Source: an optimization exercise on an open RTL-to-GDS flow (aim: a short achievable clock period and few clock cycles). Production flows keep margins and buffers that such runs may drop.
The RTL was checked by simulation tests, not by an equivalence proof against the original design.

==> v12 <==
## y86
module y86 (
    input             clk,
    input             rst,
    output            imem_req,
    output     [63:0] imem_addr,
    input             imem_ready,
    input      [79:0] imem_rdata,
    output            dmem_req,
    output            dmem_we,
    output     [63:0] dmem_addr,
    output     [63:0] dmem_wdata,
    input             dmem_ready,
    input      [63:0] dmem_rdata,
    output            halted,
    output     [1:0]  stat,
    output     [63:0] halt_pc,
    input      [3:0]  dbg_raddr,
    output     [63:0] dbg_rdata
);
Settings: LEC_CHECK=0, CAP_MARGIN=20, CORE_MARGIN=2, CORE_UTILIZATION=30, PLACE_DENSITY=0.45, SLEW_MARGIN=20, SYNTH_HIERARCHICAL=1; clock period 12.0 ns.
standard.sh (not shown) runs the stock make flow with config.mk's settings and CLKGATE_MAP_FILE= SYNTH_SCRIPT=/design/flow/synth_recipe.tcl, a recipe that flattens the netlist after the stock synthesis.
==> flow/flow/run.sh <==
#!/bin/bash
# Layout: the standard ORFS flow (standard synthesis unchanged), with
# port buffers that resizing may change to any drive strength, timing repair
# that aims for a shorter period than the clock's, and, after global routing,
# a slew and capacitance repair and antenna diodes placed with a margin
# (flow/antenna.tcl). ORFS's own logs stay under orfs/logs.
set -euo pipefail
here=$(pwd)
bash standard.sh MATCH_CELL_FOOTPRINT=0 \
  "BUFFER_PORTS_ARGS=-buffer_cell sky130_fd_sc_hd__buf_6" \
  SETUP_SLACK_MARGIN=7 \
  POST_GLOBAL_ROUTE_TCL=$here/flow/antenna.tcl \
  MAX_REPAIR_ANTENNAS_ITER_DRT=10 \
  finish > standard_flow.log 2>&1
==> flow/flow/antenna.tcl <==
# After global routing and its timing repair: fix the max slew and max
# capacitance that timing repair may have left (on the global routes, with
# a wide margin), then insert antenna diodes with a wide margin, so that
# detailed routing leaves no antenna violation to fix by routing again.
estimate_parasitics -global_routing
global_route -start_incremental
repair_design -slew_margin 40 -cap_margin 40
detailed_placement
global_route -end_incremental
estimate_parasitics -global_routing
repair_antennas -ratio_margin 50 -iterations 5
check_placement
==> v27: changes against v12 <==
--- a/flow/design.v
+++ b/flow/design.v
@@ -279,15 +279,14 @@
     wire [63:0] a2_n = (op2 | rr2) ? rdA2 : ir2 ? valC2 : (cl2 | ps2) ? m8 : 64'd8;
     wire [63:0] b2_n = (op2 | rm2 | mr2) ? rdB2 : stk2 ? rdSP : 64'd0;
     always @(posedge clk) begin
         if (rst) begin
             pc     <= 64'd0;
             fa     <= 64'd0;
             avh    <= 1;
-            buf_r  <= 0;
             halt_r <= 1'b0;
             stat_r <= 2'd0;
             v1     <= 1'b0;
             v2     <= 1'b0;
             mv     <= 1'b0;
             zf     <= 1'b1;
             sf     <= 1'b0;
@@ -313,70 +312,52 @@
                 end
                 pc    <= jt1 ? valC1 : jt2 ? valC2 : pc_n0;
                 fa    <= jt1 ? valC1 : jt2 ? valC2 : fa_n0;
                 avh   <= (jt1 | jt2) ? 1 : avh_n0;
                 buf_r <= buf_n0;
             end
         end
-    end
-    wire [63:0] m_b_n   = mem1 ? b1_n : b2_n;
-    wire [63:0] m_off_n = mem1 ? ((rm1 | mr1) ? valC1 : (cl1 | ps1) ? m8 : 64'd0) :
-                                 ((rm2 | mr2) ? valC2 : (cl2 | ps2) ? m8 : 64'd0);
-    always @(posedge clk) begin
-        if (rst) begin
-            a1     <= 64'd0;
-            b1     <= 64'd0;
-            a2     <= 64'd0;
-            b2     <= 64'd0;
-            m_b    <= 64'd0;
-            m_off  <= 64'd0;
-            fun1   <= 2'd0;
-            setcc1 <= 1'b0;
-            wE1    <= 1'b0;
-            dstE1  <= 4'd0;
-            fun2   <= 2'd0;
-            setcc2 <= 1'b0;
-            wE2    <= 1'b0;
-            dstE2  <= 4'd0;
-            m_rd   <= 1'b0;
-            m_wr   <= 1'b0;
-            m_ret  <= 1'b0;
-            m_wM   <= 1'b0;
-            m_dstM <= 4'd0;
-        end else if (!stall) begin
-            a1     <= a1_n;
-            b1     <= b1_n;
-            a2     <= a2_n;
-            b2     <= b2_n;
-            m_b    <= m_b_n;
-            m_off  <= m_off_n;
+        if (!stall) begin
             fun1   <= op1 ? fn1[1:0] : 2'd0;
             setcc1 <= op1;
             wE1    <= op1 | (rr1 & cond1) | ir1 | stk1;
             dstE1  <= dE1;
             fun2   <= op2 ? fn2[1:0] : 2'd0;
             setcc2 <= op2;
             wE2    <= op2 | (rr2 & cond2) | ir2 | stk2;
             dstE2  <= dE2;
             if (mem1) begin
                 m_rd   <= mr1 | rt1 | pp1;
                 m_wr   <= rm1 | cl1 | ps1;
                 m_ret  <= rt1;
                 m_wM   <= wM1;
                 m_dstM <= rA1;
+                m_d    <= cl1 ? ret1 : rdA1;
             end else begin
                 m_rd   <= mr2 | rt2 | pp2;
                 m_wr   <= rm2 | cl2 | ps2;
                 m_ret  <= rt2;
                 m_wM   <= wM2;
                 m_dstM <= rA2;
+                m_d    <= cl2 ? ret2 : rdA2;
             end
         end
-        if (!stall)
-            m_d <= mem1 ? (cl1 ? ret1 : rdA1) : (cl2 ? ret2 : rdA2);
+    end
+    wire [63:0] m_b_n   = mem1 ? b1_n : b2_n;
+    wire [63:0] m_off_n = mem1 ? ((rm1 | mr1) ? valC1 : (cl1 | ps1) ? m8 : 64'd0) :
+                                 ((rm2 | mr2) ? valC2 : (cl2 | ps2) ? m8 : 64'd0);
+    always @(posedge clk) begin
+        if (!stall) begin
+            a1    <= a1_n;
+            b1    <= b1_n;
+            a2    <= a2_n;
+            b2    <= b2_n;
+            m_b   <= m_b_n;
+            m_off <= m_off_n;
+        end
     end
     integer i;
     always @(posedge clk) begin
         if (rst) begin
             for (i = 0; i < 16; i = i + 1)
                 rf[i] <= 64'd0;
         end else begin
@@ -490,36 +471,9 @@
     assign s = p ^ {G[6][62:0], cin};
 endmodule
 module y86_rdmux (
     input  [1023:0] regs,
     input  [3:0]    sel,
     output [63:0]   out
 );
-    wire [15:0] oh;
-    y86_dec16 dec (.sel(sel), .oh(oh));
-    y86_ohmux mux (.regs(regs), .oh(oh), .out(out));
-endmodule
-module y86_dec16 (
-    input  [3:0]  sel,
-    output [15:0] oh
-);
-    genvar i;
-    generate
-        for (i = 0; i < 16; i = i + 1) begin : d
-            assign oh[i] = (sel == i);
-        end
-    endgenerate
-endmodule
-module y86_ohmux (
-    input  [1023:0] regs,
-    input  [15:0]   oh,
-    output [63:0]   out
-);
-    reg [63:0] o;
-    integer i;
-    always @(*) begin
-        o = 64'd0;
-        for (i = 0; i < 16; i = i + 1)
-            o = o | ({64{oh[i]}} & regs[64 * i +: 64]);
-    end
-    assign out = o;
+    assign out = regs[64 * sel +: 64];
 endmodule
--- a/flow/flow/run.sh
+++ b/flow/flow/run.sh
@@ -4,11 +4,11 @@
 # that aims for a shorter period than the clock's, and, after global routing,
 # a slew and capacitance repair and antenna diodes placed with a margin
 # (flow/antenna.tcl). ORFS's own logs stay under orfs/logs.
 set -euo pipefail
 here=$(pwd)
 bash standard.sh MATCH_CELL_FOOTPRINT=0 \
   "BUFFER_PORTS_ARGS=-buffer_cell sky130_fd_sc_hd__buf_6" \
-  SETUP_SLACK_MARGIN=7 \
+  SETUP_SLACK_MARGIN=5 \
   POST_GLOBAL_ROUTE_TCL=$here/flow/antenna.tcl \
   MAX_REPAIR_ANTENNAS_ITER_DRT=10 \
   finish > standard_flow.log 2>&1
CELL_PAD_IN_SITES_DETAIL_PLACEMENT = 1   (was default)
CELL_PAD_IN_SITES_GLOBAL_PLACEMENT = 2   (was default)
==> summary.txt <==
- v27 finished clean. v12 died in global routing (5_1_grt) with GRT-0232.
- Between v12 and v27, the lower area after synthesis is in v12 (gap 3.7%, measured against v27).
- Against v27, the synthesized cell count of v12 is larger by about 7%.
Testbench counts of v12, summed over its fixed seeds: cycles 20,188.
Testbench counts of v27, summed over its fixed seeds: cycles 20,188.

-- port drivers added, routing unchanged --
Ports are ideal in the flow. The routed layout listed here was re-timed in OpenROAD. Step 1 sets driving cells, clkbuf_16 on the clock port and buf_2 on the other inputs (assumed; they add their load-dependent delay and slew). Step 2, shift: input delay + t, output delay - t, t = (earliest + latest rising clock arrival at the registers) / 2. This alone moves slack from input paths to output paths. Slacks: ideal / step 1 / step 2; pairs: ideal / step 1.
run: v27
shift t [ns]: 1.228
setup WS [ns]: 4.094 / 4.214 / 2.985
latest minus earliest clock arrival (ns): 0.147 / 0.147
cell pins on the clock port's net: 1
After both steps v27 still meets setup and hold. For v27, drivers alone change the setup slack by +0.120 ns; drivers and shift together by -1.109 ns.
